Context: an optimization exercise on an open-source flow, tuned for small area and a short achievable clock period. The choices shown serve that exercise and are no tape-out recipe.
Function was not checked in any run shown here: the RTL went through the layout flow alone.
No run shown here takes its clock network from TritonCTS; it comes from the design's own scripts or RTL.
The clock input has no modelled driver; a real chip could not lean on it and would need a root buffer or a full tree.

## flow/design.v (module list and top-level ports; edited modules follow where they fit)
// module fa_vec: 4 lines
// module ha_vec: 4 lines
// module rst_gate: 3 lines
// module FPM: 1557 lines
// module FPM_final: 20 lines
module FPM_final (
input clk,
input rst,
input [31 : 0] in1,
input [31 : 0] in2,
output [31 : 0] OUT
);
  // ...
==> flow/flow/run.sh <==
#!/bin/bash
# The standard layout, with two changes:
#  * plain buffers (buf_2) as the port buffers instead of the delay buffers
#    buffer_ports picks by default;
#  * after CTS, flow/post_cts.tcl replaces the clock tree with a one-level tree
#    of four clkbuf_16, each driving a quarter of the flip-flops.
set -euo pipefail
export BUFFER_PORTS_ARGS="-buffer_cell sky130_fd_sc_hd__buf_2"
export POST_CTS_TCL="$PWD/flow/post_cts.tcl"
bash standard.sh > standard_flow.log 2>&1
==> flow/flow/post_cts.tcl <==
# Replace the clock tree CTS built with a shallow balanced tree: the clk port
# drives NL1 clock buffers; each drives NL2 leaf clock buffers, and each leaf
# buffer drives the clock pins of one cluster of nearby flip-flops (clusters
# of about equal size, found by k-means on the flip-flop positions).
if {![info exists l1_master_name]} { set l1_master_name sky130_fd_sc_hd__clkbuf_16 }
if {![info exists l2_master_name]} { set l2_master_name sky130_fd_sc_hd__clkbuf_16 }
set block [ord::get_db_block]
set db [ord::get_db]
set clk_net [$block findNet clk]

# balanced k-means: returns (assignment list, centre list)
proc bal_kmeans {pts k} {
  set n [llength $pts]
  set cap [expr {int(ceil(double($n) / $k))}]
  set cx 0; set cy 0
  foreach p $pts { set cx [expr {$cx + [lindex $p 0]}]; set cy [expr {$cy + [lindex $p 1]}] }
  set cx [expr {$cx / $n}]; set cy [expr {$cy / $n}]
  set centres {}
  for {set c 0} {$c < $k} {incr c} {
    set a [expr {2 * 3.14159265 * ($c + 0.5) / $k}]
    lappend centres [list [expr {$cx + 20000 * cos($a)}] [expr {$cy + 20000 * sin($a)}]]
  }
  for {set iter 0} {$iter < 40} {incr iter} {
    set pairs {}
    for {set i 0} {$i < $n} {incr i} {
      for {set c 0} {$c < $k} {incr c} {
        set p [lindex $pts $i]; set q [lindex $centres $c]
        lappend pairs [list [expr {hypot([lindex $p 0] - [lindex $q 0], [lindex $p 1] - [lindex $q 1])}] $i $c]
      }
    }
    set assign [lrepeat $n -1]
    set count [lrepeat $k 0]
    foreach pr [lsort -real -index 0 $pairs] {
      lassign $pr d i c
      if {[lindex $assign $i] >= 0 || [lindex $count $c] >= $cap} { continue }
      lset assign $i $c
      lset count $c [expr {[lindex $count $c] + 1}]
    }
    set newc {}
    for {set c 0} {$c < $k} {incr c} {
      set sx 0; set sy 0; set m 0
      for {set i 0} {$i < $n} {incr i} {
        if {[lindex $assign $i] == $c} {
          set sx [expr {$sx + [lindex $pts $i 0]}]; set sy [expr {$sy + [lindex $pts $i 1]}]; incr m
        }
      }
      if {$m} { lappend newc [list [expr {$sx / $m}] [expr {$sy / $m}]] } else { lappend newc [lindex $centres $c] }
    }
    set centres $newc
  }
  return [list $assign $centres]
}

proc add_buf {block master name x y in_net} {
  set inst [odb::dbInst_create $block $master $name]
  $inst setLocation [expr {int($x)}] [expr {int($y)}]
  $inst setPlacementStatus PLACED
  set net [odb::dbNet_create $block "${name}_net"]
  $net setSigType CLOCK
  foreach it [$inst getITerms] {
    set mn [[$it getMTerm] getName]
    if {$mn eq "A"} { $it connect $in_net }
    if {$mn eq "X"} { $it connect $net }
  }
  return $net
}

# estimated load of a cluster in fF: clock pins plus a star of wires to its centre
proc cluster_cost {pts assign k} {
  set worst 0
  for {set c 0} {$c < $k} {incr c} {
    set sx 0; set sy 0; set m 0
    foreach p $pts a $assign { if {$a == $c} { set sx [expr {$sx + [lindex $p 0]}]; set sy [expr {$sy + [lindex $p 1]}]; incr m } }
    if {!$m} { continue }
    set sx [expr {$sx / $m}]; set sy [expr {$sy / $m}]
    set w 0
    foreach p $pts a $assign { if {$a == $c} { set w [expr {$w + abs([lindex $p 0] - $sx) + abs([lindex $p 1] - $sy)}] } }
    set load [expr {1.8 * $m + 0.215 * 0.5 * $w / 1000.0}]
    if {$load > $worst} { set worst $load }
  }
  return $worst
}

proc lloyd {pts k seed} {
  expr {srand($seed)}
  set n [llength $pts]
  set centres {}
  for {set c 0} {$c < $k} {incr c} { lappend centres [lindex $pts [expr {int(rand() * $n)}]] }
  for {set iter 0} {$iter < 50} {incr iter} {
    set assign {}
    foreach p $pts {
      set best -1; set bd 1e18
      for {set c 0} {$c < $k} {incr c} {
        set q [lindex $centres $c]
        set d [expr {hypot([lindex $p 0] - [lindex $q 0], [lindex $p 1] - [lindex $q 1])}]
        if {$d < $bd} { set bd $d; set best $c }
      }
      lappend assign $best
    }
    set newc {}
    for {set c 0} {$c < $k} {incr c} {
      set sx 0; set sy 0; set m 0
      foreach p $pts a $assign { if {$a == $c} { set sx [expr {$sx + [lindex $p 0]}]; set sy [expr {$sy + [lindex $p 1]}]; incr m } }
      if {$m} { lappend newc [list [expr {$sx / $m}] [expr {$sy / $m}]] } else { lappend newc [lindex $centres $c] }
    }
    set centres $newc
  }
  return [list $assign $centres]
}

proc build_tree {nl1 nl2 l1_master_name l2_master_name} {
set block [ord::get_db_block]
set db [ord::get_db]
set clk_net [$block findNet clk]
set sinks {}
foreach inst [$block getInsts] {
  if {![[$inst getMaster] isSequential]} { continue }
  foreach it [$inst getITerms] {
    if {[[$it getMTerm] getName] eq "CLK"} { lappend sinks $it }
  }
}
puts "post_cts: [llength $sinks] flip-flop clock pins"

# remove the CTS tree: every cell reached from clk before the flip-flops
set old_insts {}
set old_nets {}
set frontier [list $clk_net]
while {[llength $frontier]} {
  set next {}
  foreach net $frontier {
    foreach it [$net getITerms] {
      set inst [$it getInst]
      if {[[$inst getMaster] isSequential]} { continue }
      if {[$it isOutputSignal]} { continue }
      if {[lsearch -exact $old_insts $inst] >= 0} { continue }
      lappend old_insts $inst
      foreach ot [$inst getITerms] {
        if {[$ot isOutputSignal] && [$ot getNet] ne "NULL"} {
          lappend next [$ot getNet]
          lappend old_nets [$ot getNet]
        }
      }
    }
  }
  set frontier $next
}
puts "post_cts: removing [llength $old_insts] clock-tree cells"
foreach it $sinks { $it disconnect }
foreach inst $old_insts { odb::dbInst_destroy $inst }
foreach net [lsort -unique $old_nets] {
  if {[llength [$net getITerms]] == 0} { odb::dbNet_destroy $net }
}



set pts {}
foreach it $sinks {
  set box [[$it getInst] getBBox]
  lappend pts [list [expr {([$box xMin] + [$box xMax]) / 2.0}] [expr {([$box yMin] + [$box yMax]) / 2.0}]]
}
set nleaf [expr {$nl1 > 0 ? $nl1 * $nl2 : $nl2}]
lassign [bal_kmeans $pts $nleaf] leaf_of leaf_centres
set best_cost [cluster_cost $pts $leaf_of $nleaf]
puts "post_cts: balanced clustering, worst load [format %.1f $best_cost] fF"
for {set seed 1} {$seed <= 200} {incr seed} {
  lassign [lloyd $pts $nleaf $seed] a c
  set cost [cluster_cost $pts $a $nleaf]
  if {$cost < $best_cost} { set best_cost $cost; set leaf_of $a; set leaf_centres $c }
}
puts "post_cts: chosen clustering, worst load [format %.1f $best_cost] fF"
set l1m [$db findMaster $l1_master_name]
set l2m [$db findMaster $l2_master_name]
if {$nl1 > 0} {
  lassign [bal_kmeans $leaf_centres $nl1] top_of top_centres
} else {
  set top_of [lrepeat $nleaf 0]
}
for {set t 0} {$t < max($nl1, 1)} {incr t} {
  if {$nl1 > 0} {
    set c [lindex $top_centres $t]
    set tnet [add_buf $block $l1m "clkbuf_t$t" [lindex $c 0] [lindex $c 1] $clk_net]
  } else {
    set tnet $clk_net
  }
  for {set l 0} {$l < $nleaf} {incr l} {
    if {[lindex $top_of $l] != $t} { continue }
    set c [lindex $leaf_centres $l]
    set lnet [add_buf $block $l2m "clkbuf_t${t}_l$l" [lindex $c 0] [lindex $c 1] $tnet]
    set m 0
    for {set i 0} {$i < [llength $sinks]} {incr i} {
      if {[lindex $leaf_of $i] == $l} { [lindex $sinks $i] connect $lnet; incr m }
    }
    puts "post_cts: clkbuf_t${t}_l$l drives $m flip-flops"
  }
}
}

proc max_clk_slew {} {
  set mx 0
  foreach pin [get_pins -of_objects [all_registers] -filter "name==CLK"] {
    foreach e {rise fall} { foreach a {min max} {
      set s [get_property $pin slew_${a}_$e]
      if {$s > $mx} { set mx $s }
    } }
  }
  return $mx
}

set_propagated_clock [all_clocks]
build_tree 0 4 $l1_master_name $l2_master_name
detailed_placement
estimate_parasitics -placement
set s [max_clk_slew]
puts "post_cts: one-level tree, worst clock-pin slew $s"
if {$s > 0.115} {
  build_tree 4 2 $l1_master_name $l2_master_name
  detailed_placement
  estimate_parasitics -placement
  puts "post_cts: two-level tree, worst clock-pin slew [max_clk_slew]"
}
check_placement -verbose
report_clock_latency
==> flow/standard.sh <==
#!/bin/bash
# synth_recipe.tcl (not shown) runs the flow's synth.tcl, then flattens the netlist and writes it again
# the make line also repeats each setting of config.mk as NAME=value (left out here)
make -C /OpenROAD-flow-scripts/flow DESIGN_CONFIG=/design/flow/config.mk WORK_HOME=/design/flow/orfs CLKGATE_MAP_FILE= SYNTH_SCRIPT=/design/flow/synth_recipe.tcl "${@:-finish}"
==> flow/config.mk <==
export PLATFORM = sky130hd
export DESIGN_NAME = FPM_final
export DESIGN_NICKNAME = FPM_final
export VERILOG_FILES = /design/flow/design.v
export SDC_FILE = /design/flow/constraint.sdc
export NUM_CORES = 4
export LEC_CHECK = 0
export ABC_AREA = 1
export CAP_MARGIN = 20
export CORE_MARGIN = 2
export CORE_UTILIZATION = 60
export SLEW_MARGIN = 20
export SYNTH_HIERARCHICAL = 1
export SYNTH_MINIMUM_KEEP_SIZE = 0
==> flow/constraint.sdc <==
create_clock -name core_clock -period 45.0 [get_ports {clk}]
set_input_delay 9.0000 -clock core_clock [delete_from_list [all_inputs] [get_ports {clk}]]
set_output_delay 9.0000 -clock core_clock [all_outputs]
set_load 0.01 [all_outputs]
==> impl_metrics.env, run 1 <==
export IMPL_skew_ns=0.0269
export IMPL_synth_edff_count=0
export IMPL_synthArstFlopShare_pct=0
export IMPL_seq_share_pct=12.2
export IMPL_regArea_um2=1940
export IMPL_synth_area_leader_cell="fa_1"
export IMPL_crit_slowest_cell="dfxtp_1"
export IMPL_place_congestion=0.919
export IMPL_final_nets=2040
export IMPL_multi_input_area_share_pct=77.9
export IMPL_globalRouteMet2Util_pct=57.9
export IMPL_use_met3_pct=6.17
export IMPL_status="no timing/DRC/antenna violations"
export IMPL_crit_required_ns=36.00
export IMPL_row_count=58
export IMPL_reg2reg_to="out_r[30]$_DFF_P_"
export IMPL_synth_cells=1607
export IMPL_final_area_um2=15900
export IMPL_drt_iter0_markers=1182
export IMPL_drt_wl_total_mm=44.8
export IMPL_antenna_found_initial=0
export IMPL_grt_max_degree=34
export IMPL_fill_cells=2207
==> run 2, diff against run 1 <==
--- a/flow/design.v
+++ b/flow/design.v
@@ -1334,18 +1334,40 @@
 ha_vec #(.N(2)) has4 (.a({neg61, bp9}), .b({bp8, bp36}), .s({hs767, hs769}), .co({hc768, hc770}));
 fa_vec #(.N(44)) fas5 (.a({bp35, bp63, hc770, hs621, s623, s627, s633, s637, s641, s645, s649, s653, s657, s661, s665, s669, s673, s677, s681, s685, s689, s693, s697, s701, s705, s709, s713, s717, s721, s725, s729, s733, c734, s741, s745, s749, s753, c754, s759, s763, c764, s849, hs851, nneg348}), .b({bp62, hc768, hs619, c772, c774, c776, c778, c780, c782, c784, c786, c788, c790, c792, c794, c796, c798, c800, c802, c804, c806, c808, c810, c812, c814, c816, c818, c820, c822, c824, c826, c828, s831, c832, c834, c836, c838, s841, c842, c844, s847, bp346, c850, hc852}), .c({hs767, hs769, s771, s773, s775, s777, s779, s781, s783, s785, s787, s789, s791, s793, s795, s797, s799, s801, s803, s805, s807, s809, s811, s813, s815, s817, s819, s821, s823, s825, s827, s829, c830, s833, s835, s837, s839, c840, s843, s845, c846, c848, bp347, 1'b1}), .s({s857, s859, s861, s863, s865, s867, s869, s871, s873, s875, s877, s879, s881, s883, s885, s887, s889, s891, s893, s895, s897, s899, s901, s903, s905, s907, s909, s911, s913, s915, s917, s919, s921, s923, s925, s927, s929, s931, s933, s935, s937, s939, s941, s943}), .co({c858, c860, c862, c864, c866, c868, c870, c872, c874, c876, c878, c880, c882, c884, c886, c888, c890, c892, c894, c896, c898, c900, c902, c904, c906, c908, c910, c912, c914, c916, c918, c920, c922, c924, c926, c928, c930, c932, c934, c936, c938, c940, c942, c944}));
 ha_vec #(.N(2)) has5 (.a({neg32, bp7}), .b({bp6, bp34}), .s({hs853, hs855}), .co({hc854, hc856}));
 wire [47:0] x = {c942, c940, c938, c936, c934, c932, c930, c928, c926, c924, c922, c920, c918, c916, c914, c912, c910, c908, c906, c904, c902, c900, c898, c896, c894, c892, c890, c888, c886, c884, c882, c880, c878, c876, c874, c872, c870, c868, c866, c864, c862, c860, c858, hc856, hc854, hs853, bp5, neg3};
 wire [47:0] y = {s943, s941, s939, s937, s935, s933, s931, s929, s927, s925, s923, s921, s919, s917, s915, s913, s911, s909, s907, s905, s903, s901, s899, s897, s895, s893, s891, s889, s887, s885, s883, s881, s879, s877, s875, s873, s871, s869, s867, s865, s863, s861, s859, s857, hs855, bp33, 1'b0, bp4};
 wire [47:0] g, t;
 wire [48:0] cy;
 assign cy[0] = 1'b0;
+assign g[0] = x[0] & y[0]; assign t[0] = x[0] | y[0];
 assign g[1] = 1'b0; assign t[1] = x[1];
-ha_vec #(.N(47)) hcpa (.a({x[0], x[2], x[3], x[4], x[5], x[6], x[7], x[8], x[9], x[10], x[11], x[12], x[13], x[14], x[15], x[16], x[17], x[18], x[19], x[20], x[21], x[22], x[23], x[24], x[25], x[26], x[27], x[28], x[29], x[30], x[31], x[32], x[33], x[34], x[35], x[36], x[37], x[38], x[39], x[40], x[41], x[42], x[43], x[44], x[45], x[46], x[47]}), .b({y[0], y[2], y[3], y[4], y[5], y[6], y[7], y[8], y[9], y[10], y[11], y[12], y[13], y[14], y[15], y[16], y[17], y[18], y[19], y[20], y[21], y[22], y[23], y[24], y[25], y[26], y[27], y[28], y[29], y[30], y[31], y[32], y[33], y[34], y[35], y[36], y[37], y[38], y[39], y[40], y[41], y[42], y[43], y[44], y[45], y[46], y[47]}), .s({t[0], t[2], t[3], t[4], t[5], t[6], t[7], t[8], t[9], t[10], t[11], t[12], t[13], t[14], t[15], t[16], t[17], t[18], t[19], t[20], t[21], t[22], t[23], t[24], t[25], t[26], t[27], t[28], t[29], t[30], t[31], t[32], t[33], t[34], t[35], t[36], t[37], t[38], t[39], t[40], t[41], t[42], t[43], t[44], t[45], t[46], t[47]}), .co({g[0], g[2], g[3], g[4], g[5], g[6], g[7], g[8], g[9], g[10], g[11], g[12], g[13], g[14], g[15], g[16], g[17], g[18], g[19], g[20], g[21], g[22], g[23], g[24], g[25], g[26], g[27], g[28], g[29], g[30], g[31], g[32], g[33], g[34], g[35], g[36], g[37], g[38], g[39], g[40], g[41], g[42], g[43], g[44], g[45], g[46], g[47]}));
+assign g[2] = x[2] & y[2]; assign t[2] = x[2] | y[2];
+assign g[3] = x[3] & y[3]; assign t[3] = x[3] | y[3];
+assign g[4] = x[4] & y[4]; assign t[4] = x[4] | y[4];
+assign g[5] = x[5] & y[5]; assign t[5] = x[5] | y[5];
+assign g[6] = x[6] & y[6]; assign t[6] = x[6] | y[6];
+assign g[7] = x[7] & y[7]; assign t[7] = x[7] | y[7];
+assign g[8] = x[8] & y[8]; assign t[8] = x[8] | y[8];
+assign g[9] = x[9] & y[9]; assign t[9] = x[9] | y[9];
+assign g[10] = x[10] & y[10]; assign t[10] = x[10] | y[10];
+assign g[11] = x[11] & y[11]; assign t[11] = x[11] | y[11];
+assign g[12] = x[12] & y[12]; assign t[12] = x[12] | y[12];
+assign g[13] = x[13] & y[13]; assign t[13] = x[13] | y[13];
+assign g[14] = x[14] & y[14]; assign t[14] = x[14] | y[14];
+assign g[15] = x[15] & y[15]; assign t[15] = x[15] | y[15];
+assign g[16] = x[16] & y[16]; assign t[16] = x[16] | y[16];
+assign g[17] = x[17] & y[17]; assign t[17] = x[17] | y[17];
+assign g[18] = x[18] & y[18]; assign t[18] = x[18] | y[18];
+assign g[19] = x[19] & y[19]; assign t[19] = x[19] | y[19];
+assign g[20] = x[20] & y[20]; assign t[20] = x[20] | y[20];
+assign g[21] = x[21] & y[21]; assign t[21] = x[21] | y[21];
+assign g[22] = x[22] & y[22]; assign t[22] = x[22] | y[22];
+ha_vec #(.N(25)) hcpa (.a({x[23], x[24], x[25], x[26], x[27], x[28], x[29], x[30], x[31], x[32], x[33], x[34], x[35], x[36], x[37], x[38], x[39], x[40], x[41], x[42], x[43], x[44], x[45], x[46], x[47]}), .b({y[23], y[24], y[25], y[26], y[27], y[28], y[29], y[30], y[31], y[32], y[33], y[34], y[35], y[36], y[37], y[38], y[39], y[40], y[41], y[42], y[43], y[44], y[45], y[46], y[47]}), .s({t[23], t[24], t[25], t[26], t[27], t[28], t[29], t[30], t[31], t[32], t[33], t[34], t[35], t[36], t[37], t[38], t[39], t[40], t[41], t[42], t[43], t[44], t[45], t[46], t[47]}), .co({g[23], g[24], g[25], g[26], g[27], g[28], g[29], g[30], g[31], g[32], g[33], g[34], g[35], g[36], g[37], g[38], g[39], g[40], g[41], g[42], g[43], g[44], g[45], g[46], g[47]}));
 wire G1 = g[1] | (t[1] & g[0]);
 wire P1 = t[1] & t[0];
 wire G2 = g[3] | (t[3] & g[2]);
 wire P2 = t[3] & t[2];
 wire G3 = g[5] | (t[5] & g[4]);
 wire P3 = t[5] & t[4];
 wire G4 = g[7] | (t[7] & g[6]);
 wire P4 = t[7] & t[6];
@@ -1551,17 +1573,17 @@
 assign cy[42] = G59;
 assign cy[43] = G81;
 assign cy[44] = G49;
 assign cy[45] = G82;
 assign cy[46] = G60;
 assign cy[47] = G83;
 assign p = t ^ cy[47:0];
 wire [7:0] e0 = A[30:23] + B[30:23] + 8'd129;
-wire [7:0] e1 = A[30:23] + B[30:23] + 8'd130;
+wire [7:0] e1 = e0 + 8'd1;
 wire [7:0] e  = p[47] ? e1 : e0;
 wire [22:0] m = p[47] ? p[46:24] : p[45:23];
 wire za = (A[30:0] == 31'd0);
 wire zb = (B[30:0] == 31'd0);
 wire z  = rst_d | (za & ~A[31]) | (zb & ~B[31]);
 wire ze = za | zb;
 wire [31:0] nr = z ? 32'hffffffff : ~{A[31] ^ B[31], ze ? 8'd0 : e, m};
 rst_gate rg (.rst(rst), .nr(nr), .d(product));
==> flow/flow/run.sh (replaced) <==
#!/bin/bash
# The standard layout, with two changes:
#  * buffer_ports uses buf_1 as the port buffer (not the delay buffer it picks
#    by default); flow/post_cts.tcl later makes the output buffers buf_2 and
#    the rst buffer buf_4;
#  * after CTS, flow/post_cts.tcl replaces the clock tree with a shallow
#    balanced tree of clkbuf_16 (one level of four buffers when the clock-pin
#    slew allows it, else two levels).
set -euo pipefail
export BUFFER_PORTS_ARGS="-buffer_cell sky130_fd_sc_hd__buf_1"
export POST_CTS_TCL="$PWD/flow/post_cts.tcl"
bash standard.sh > standard_flow.log 2>&1
--- a/flow/flow/post_cts.tcl
+++ b/flow/flow/post_cts.tcl
@@ -215,8 +215,36 @@
 if {$s > 0.115} {
   build_tree 4 2 $l1_master_name $l2_master_name
   detailed_placement
   estimate_parasitics -placement
   puts "post_cts: two-level tree, worst clock-pin slew [max_clk_slew]"
 }
 check_placement -verbose
 report_clock_latency
+
+# Port buffers: buffer_ports made every port buffer a buf_1; the output
+# buffers drive the pins' load better as buf_2, and the rst buffer fans out to
+# the whole output register.
+proc port_buffer {bt} {
+  foreach it [[$bt getNet] getITerms] {
+    set inst [$it getInst]
+    if {[$bt getIoType] eq "OUTPUT" && [$it isOutputSignal]} { return $inst }
+    if {[$bt getIoType] eq "INPUT" && [$it isInputSignal] && [string match "*buf*" [[$inst getMaster] getName]]} { return $inst }
+  }
+  return ""
+}
+foreach bt [[ord::get_db_block] getBTerms] {
+  set name [$bt getName]
+  if {$name eq "clk"} { continue }
+  set inst [port_buffer $bt]
+  if {$inst eq ""} { continue }
+  if {[$bt getIoType] eq "OUTPUT"} {
+    replace_cell [get_cells [$inst getName]] sky130_fd_sc_hd__buf_2
+  } elseif {$name eq "rst"} {
+    replace_cell [get_cells [$inst getName]] sky130_fd_sc_hd__buf_4
+  }
+}
+detailed_placement
+check_placement -verbose
+estimate_parasitics -placement
+report_checks -from [all_inputs] -to [all_registers -data_pins] -format end -group_path_count 2
+report_checks -from [all_registers -clock_pins] -to [all_outputs] -format end -group_path_count 2
==> flow/config.mk (replaced) <==
export PLATFORM = sky130hd
export DESIGN_NAME = FPM_final
export DESIGN_NICKNAME = FPM_final
export VERILOG_FILES = /design/flow/design.v
export SDC_FILE = /design/flow/constraint.sdc
export NUM_CORES = 4
export LEC_CHECK = 0
export ABC_AREA = 1
export CAP_MARGIN = 0
export CORE_MARGIN = 2
export CORE_UTILIZATION = 60
export SLEW_MARGIN = 0
export SYNTH_HIERARCHICAL = 1
export SYNTH_MINIMUM_KEEP_SIZE = 0
==> run 2 against run 1 <==
Effect of this change:
- register-to-register slack got worse by 0.04 ns
- routed wire length grew 1.0%
- sequential share of layout area up 0.095 points
- sequential cell count stayed put
- synthesized cell count up 0.87%
- cell area decreased by 0.78%
- critical endpoint is now OUT[28]
==> impl_metrics.env, run 2 <==
export IMPL_layout_commonest_cell="xor2_1"
export IMPL_crit_required_ns=36.00
export IMPL_ant_nets=0
export IMPL_multi_input_area_um2=12300
export IMPL_cp_end_kind="primary output"
export IMPL_placed_area_um2=15700
export IMPL_tightest_slew_ns=1.15
export IMPL_first_pass_iters=7
export IMPL_avgViaCountPerCell=6.34
export IMPL_final_layout_size_suffix_gt1_share_pct=5.78
export IMPL_maxCapViolCount=0
export IMPL_slew_viol_final=0
export IMPL_rsz0062_at_grt="false"
export IMPL_grt_pass1_vias=13203
export IMPL_syn_area_um2=15200
export IMPL_core_area_um2=25000
export IMPL_ys_ff_latch=97
export IMPL_worstPathCellList="buf_2"
export IMPL_period_needed_ns=9.62
export IMPL_synth_cell_types=42
export IMPL_synth_cells=1621
export IMPL_grt_pass1_wl_mm=72.3
export IMPL_hp_class="reg -> reg"
export IMPL_synthTopCellsByCount="xor2_1 (278), fa_1 (265), o22ai_1 (263), nand2_1 (143), inv_1 (108)"
export IMPL_max_stage_delay_ns=0.33
export IMPL_synth_top_area_share_pct=34.9
export IMPL_status="no timing/DRC/antenna violations"
export IMPL_ioPinCount=98
export IMPL_synth_edff_count=0
export IMPL_fin_setup_tns_ns=0
export IMPL_diodes=0
export IMPL_grt_max_degree=32
export IMPL_wire_per_inst_um=23.1
export IMPL_drc=0
export IMPL_dieWidth_um=163
export IMPL_regArea_um2=1940
export IMPL_seq_area_frac_synth_pct=12.8
export IMPL_cts_sinks=97
export IMPL_synth_most_common_cell="xor2_1"
export IMPL_insertion_delay_ns=0.17
export IMPL_avgSynthCellArea_um2=9.37
export IMPL_start_kind="flop"
export IMPL_final_area_um2=15800
export IMPL_skew_ns=0.0278
export IMPL_critical_path_arrival_ns=0.62
export IMPL_synth_area_leader_cell="fa_1"
export IMPL_antenna_found_initial=0
export IMPL_crit_family="flip-flops"
export IMPL_slew_headroom_pct=23.5
export IMPL_synth_top_cells_by_area="fa_1 (35%), xor2_1 (16%), dfxtp_1 (13%), o22ai_1 (11%), ha_1 (6.6%)"
export IMPL_hpwl_mm=32.0
export IMPL_synthArstFlopShare_pct=0
export IMPL_layout_common_cells="xor2_1 (278), fa_1 (265), o22ai_1 (263)"
export IMPL_crit_fanout=1
export IMPL_path_class="reg -> out"
export IMPL_drt_wl_total_mm=45.2
export IMPL_port_buffers=97
export IMPL_hold_viol=0
export IMPL_yosys_most_used_dff="dfxtp_1"
export IMPL_max_freq_mhz=104
export IMPL_syn_to_final_growth_pct=4.04
export IMPL_setup_viol=0
export IMPL_via_count=12415
export IMPL_clk_pin_slew_ns=0.10
export IMPL_fin_crit_sh_pct=21.4
export IMPL_crit_slowest_cell="dfxtp_1"
export IMPL_row_count=58
export IMPL_drt_iter0_markers=1072
export IMPL_place_congestion=0.938
export IMPL_die_area_um2=26600
export IMPL_grt_overflow_total=0
export IMPL_yosysWarnings=7
export IMPL_fill_cells=2241
export IMPL_reg_largest_list="A (32), B (32), out_r (32)"
export IMPL_final_nets=2040
export IMPL_chipHeight_um=163
export IMPL_start_util_pct=60.7
export IMPL_grt_usage_pct=35.8
export IMPL_cp_num_buf_inv=1
run 2: cell count changes in the layout (fill, tap and decap cells not counted), sizes merged, moves of 3 or more:
cell	delta
nor3	-3
buf	+3
inv	+21
a22o	+3
ha	-17
nand4	+3
a21oi	-8
nor2	+14
run 2: final cells by class:
class / count / area share, %
buffer: 4 / 0.633
timing repair buffer: 131 / 4.20
inverter: 115 / 2.75
sequential: 97 / 12.3
multi-input combinational: 1280 / 77.5
tap: 330 / 2.61
run 2: cells by family after synthesis:
kind of cell,count (synthesis),synth area share (%)
xor gates and xnor gates,281,16.2
adders and majority gates,345,41.5
AOI/OAI and AO/OA,345,14.3
other,2,0.0494
DFF,97,12.8
and+or+nand+nor,300,8.43
buffers and inverters,251,6.74
run 2: path summary, 6_finish.rpt:
kind / start / endpoint / slack (ns) / cells past startpoint
worst min-delay path: A[31]$_DFF_P_ / out_r[31]$_DFF_P_ / 0.54 / 3
worst max register to register: B[11]$_DFF_P_ / out_r[29]$_DFF_P_ / 36.37 / 36
worst min register to register: A[31]$_DFF_P_ / out_r[31]$_DFF_P_ / 0.54 / 3
worst max-delay path: out_r[28]$_DFF_P_ / OUT[28] / 35.38 / 1
run 2: Yosys stat by module (local to each module, per instance), excerpt:
module	area [µm²]	copies in the design
FPM_final	1940	1
FPM	7150	1
rst_gate	154	1
run 2: stage by stage:
| step | util [%] | std cells | setup slack (ns) | hold WS, ns |
|---|---|---|---|---|
| after global placement | 62.6 | 1953 | 34.87 | 0.537 |
| after global routing | 63.1 | 1957 | 35.36 | 0.607 |
| after floorplan | - | 1628 | 35.67 | 0.499 |
| after detailed placement | 62.6 | 1953 | 34.84 | 0.532 |
| final | 63.1 | 1957 | 35.38 | 0.545 |
run 2: routing by layer:
metal  vias up  global-route usage (%)  share of wire [%]
met3       164                    6.04                8.4
li1       5466                       -                  -
met4         0                    17.4                5.2
met1      6084                    46.6                 40
met2       701                    58.5                 47
met5         -                       0                  0
run 2: worst register-to-register path, delay by kind of cell, from the launching register on:
| family | cells | cell delay, ns |
|---|---|---|
| and+or+nand+nor | 18 | 2.69 |
| buffers and inverters | 5 | 1.35 |
| DFF | 1 | 0.32 |
| AOI/OAI and AO/OA | 4 | 0.64 |
| adders and majority gates | 7 | 3.02 |
| xor gates and xnor gates | 2 | 0.52 |
==> run 3, diff against run 2 <==
--- a/flow/config.mk
+++ b/flow/config.mk
@@ -6,9 +6,9 @@
 export NUM_CORES = 4
 export LEC_CHECK = 0
 export ABC_AREA = 1
-export CAP_MARGIN = 0
+export CAP_MARGIN = 20
 export CORE_MARGIN = 2
 export CORE_UTILIZATION = 60
-export SLEW_MARGIN = 0
+export SLEW_MARGIN = 20
 export SYNTH_HIERARCHICAL = 1
 export SYNTH_MINIMUM_KEEP_SIZE = 0
==> run 3 against run 2 <==
Effect of this change:
- core utilization is the same
- critical path type unchanged
- global-route usage is the same
- final cell count is the same
==> impl_metrics.env, run 3 <==
export IMPL_hold_viol=0
export IMPL_start_util_pct=60.7
export IMPL_grt_usage_pct=35.8
export IMPL_status="no timing/DRC/antenna violations"
export IMPL_fin_setup_tns_ns=0
export IMPL_diodes=0
export IMPL_synth_top_family_by_area="adder cells"
export IMPL_grt_overflow_total=0
export IMPL_die_area_um2=26600
export IMPL_period_needed_ns=9.62
export IMPL_avgSynthCellArea_um2=9.37
export IMPL_synth_compound_area_share_pct=14.3
export IMPL_layout_commonest_cell="xor2_1"
export IMPL_synth_top_area_share_pct=34.9
export IMPL_setup_viol=0
export IMPL_synthTopCellsByCount="xor2_1 (278), fa_1 (265), o22ai_1 (263), nand2_1 (143), inv_1 (108)"
export IMPL_chipHeight_um=163
export IMPL_synth_most_common_cell="xor2_1"
export IMPL_synthArstFlopShare_pct=0
export IMPL_synth_edff_count=0
export IMPL_syn_to_final_growth_pct=4.04
export IMPL_synthMuxAreaShare_pct=0
export IMPL_crit_slowest_cell="dfxtp_1"
export IMPL_worstPathCellList="buf_2"
export IMPL_final_layout_size_suffix_gt1_share_pct=5.78
export IMPL_drc=0
export IMPL_layout_common_cells="xor2_1 (278), fa_1 (265), o22ai_1 (263)"
export IMPL_dieWidth_um=163
export IMPL_slew_viol_final=0
export IMPL_core_area_um2=25000
export IMPL_max_freq_mhz=104
export IMPL_synth_area_leader_cell="fa_1"
export IMPL_fill_cells=2241
export IMPL_start_kind="flop"
export IMPL_synth_top_cells_by_area="fa_1 (35%), xor2_1 (16%), dfxtp_1 (13%), o22ai_1 (11%), ha_1 (6.6%)"
export IMPL_path_class="reg -> out"
export IMPL_ant_nets=0
export IMPL_drt_wl_total_mm=45.2
export IMPL_crit_fanout=1
export IMPL_hp_class="reg -> reg"
export IMPL_synth_xor_area_share_pct=16.2
export IMPL_antenna_found_initial=0
export IMPL_via_count=12441
export IMPL_row_count=58
export IMPL_critical_path_arrival_ns=0.62
export IMPL_drt_iter0_markers=1121
export IMPL_synth_cell_types=42
export IMPL_syn_area_um2=15200
export IMPL_seq_area_frac_synth_pct=12.8
export IMPL_fin_crit_sh_pct=21.4
export IMPL_ys_ff_latch=97
export IMPL_tightest_slew_ns=1.15
export IMPL_cts_sinks=97
export IMPL_wire_per_inst_um=23.1
export IMPL_crit_required_ns=36.00
export IMPL_crit_family="flip-flops"
export IMPL_hpwl_mm=32.0
export IMPL_port_buffers=97
export IMPL_grt_pass1_wl_mm=72.3
export IMPL_clk_pin_slew_ns=0.10
export IMPL_cp_end_kind="primary output"
export IMPL_avgViaCountPerCell=6.36
export IMPL_synth_cells=1621
export IMPL_place_congestion=0.938
export IMPL_synthAdderAreaFrac_pct=41.5
export IMPL_yosysWarnings=7
export IMPL_maxCapViolCount=0
export IMPL_fin_hold_ws_ns=0.543
export IMPL_final_nets=2040
export IMPL_reg_largest_list="A (32), B (32), out_r (32)"
export IMPL_synth_simple_area_share_pct=8.43
export IMPL_insertion_delay_ns=0.17
export IMPL_ioPinCount=98
export IMPL_skew_ns=0.0282
export IMPL_slew_headroom_pct=23.4
export IMPL_yosys_most_used_dff="dfxtp_1"
export IMPL_post_place_ws_ns=34.84
export IMPL_max_stage_delay_ns=0.33
export IMPL_grt_max_degree=32
export IMPL_rsz0062_at_grt="false"
export IMPL_first_pass_iters=7
export IMPL_grt_pass1_vias=13203
export IMPL_cp_num_buf_inv=1
export IMPL_setup_ws_ns=35.38
-- run 3: path summary, 6_finish.rpt --
path	from	end	slack [ns]	cells past startpoint
hold / removal	B[31]$_DFF_P_	out_r[31]$_DFF_P_	0.54	3
setup reg to reg	B[11]$_DFF_P_	out_r[29]$_DFF_P_	36.29	36
hold reg to reg	B[31]$_DFF_P_	out_r[31]$_DFF_P_	0.54	3
setup / recovery	out_r[28]$_DFF_P_	OUT[28]	35.38	1
-- run 3: Yosys stat by module, one instance, submodules excluded, a selection --
| module | cell area (µm²) | flops+latches |
|---|---|---|
| FPM | 7150 | 0 |
| FPM_final | 1940 | 97 |
| rst_gate | 154 | 0 |
-- run 3: logic make-up (layout without fill, tap and decap cells) --
| kind of cell | count (synthesis) | in the layout |
|---|---|---|
| AO/OA/AOI/OAI | 345 | 345 |
| XOR/XNOR | 281 | 281 |
| other | 2 | 9 |
| adder cells (fa/ha/maj) | 345 | 345 |
| buffers and inverters | 251 | 250 |
| flip-flops | 97 | 97 |
| AND/OR/NAND/NOR | 300 | 300 |
-- run 3: worst register-to-register path, delay by kind of cell (launching register included) --
| kind | cells | cell delay [ns] |
|---|---|---|
| adder cells (fa/ha/maj) | 7 | 3.02 |
| flip-flops | 1 | 0.32 |
| AO/OA/AOI/OAI | 4 | 0.64 |
| buffers and inverters | 5 | 1.36 |
| XOR/XNOR | 2 | 0.56 |
| AND/OR/NAND/NOR | 18 | 2.70 |
-- run 3: per-stage QoR --
stage | utilization, % | cell area, µm² | instances
3_3_place_gp | 62.6 | 15700 | 1953
2_1_floorplan | - | 15200 | 1628
5_1_grt | 63.1 | 15800 | 1957
3_5_place_dp | 62.6 | 15700 | 1953
6_report | 63.1 | 15800 | 1957
-- run 3: cell type report --
type	instances	area [µm²]	area share, %
Multi-Input combinational cell	1280	12300	77.5
Sequential cell	97	1940	12.3
Timing Repair Buffer	131	663	4.20
Inverter	115	434	2.75
Tap cell	330	413	2.61
Buffer	4	100	0.633
-- run 3: per-layer routing --
layer / track usage, % / part of all wire, % / up-vias
met5: 0 / 0 / -
met3: 6.04 / 8.3 / 167
li1: - / - / 5464
met2: 58.5 / 47 / 710
met1: 46.6 / 40 / 6100
met4: 17.4 / 5.1 / 0

[static timing again, ports no longer ideal]
How much do the figures lean on ideal ports? The routed layouts below were timed once more, with nothing changed but the port constraints. Step 1 (the two cells are an assumption about what drives the block):
set clk [get_ports {clk}]
set_driving_cell -lib_cell sky130_fd_sc_hd__clkbuf_16 $clk
set_driving_cell -lib_cell sky130_fd_sc_hd__buf_2 [delete_from_list [all_inputs] $clk]
Step 2, shift: input delay + t, output delay - t, t = (earliest + latest rising clock arrival at the registers) / 2. This alone moves slack from input paths to output paths. a / b / c = no drivers / after step 1 / after step 2; a / b = the first two.
| run | t (ns) | setup WS [ns] | hold WS [ns] | worst setup path after step 2 |
|---|---|---|---|---|
| run 1 | 0.255 | 35.390 / 35.288 / 35.258 | 0.585 / 0.585 / 0.585 | input to register |
| run 2 | 0.264 | 35.382 / 35.274 / 35.322 | 0.545 / 0.545 / 0.545 | input to register |
| run 3 | 0.264 | 35.382 / 35.274 / 35.320 | 0.543 / 0.543 / 0.543 | input to register |
After both steps setup and hold are still met in every run listed. The setup slack of run 1, which loses most, moves by -0.102 ns with the drivers and by -0.132 ns with both steps.
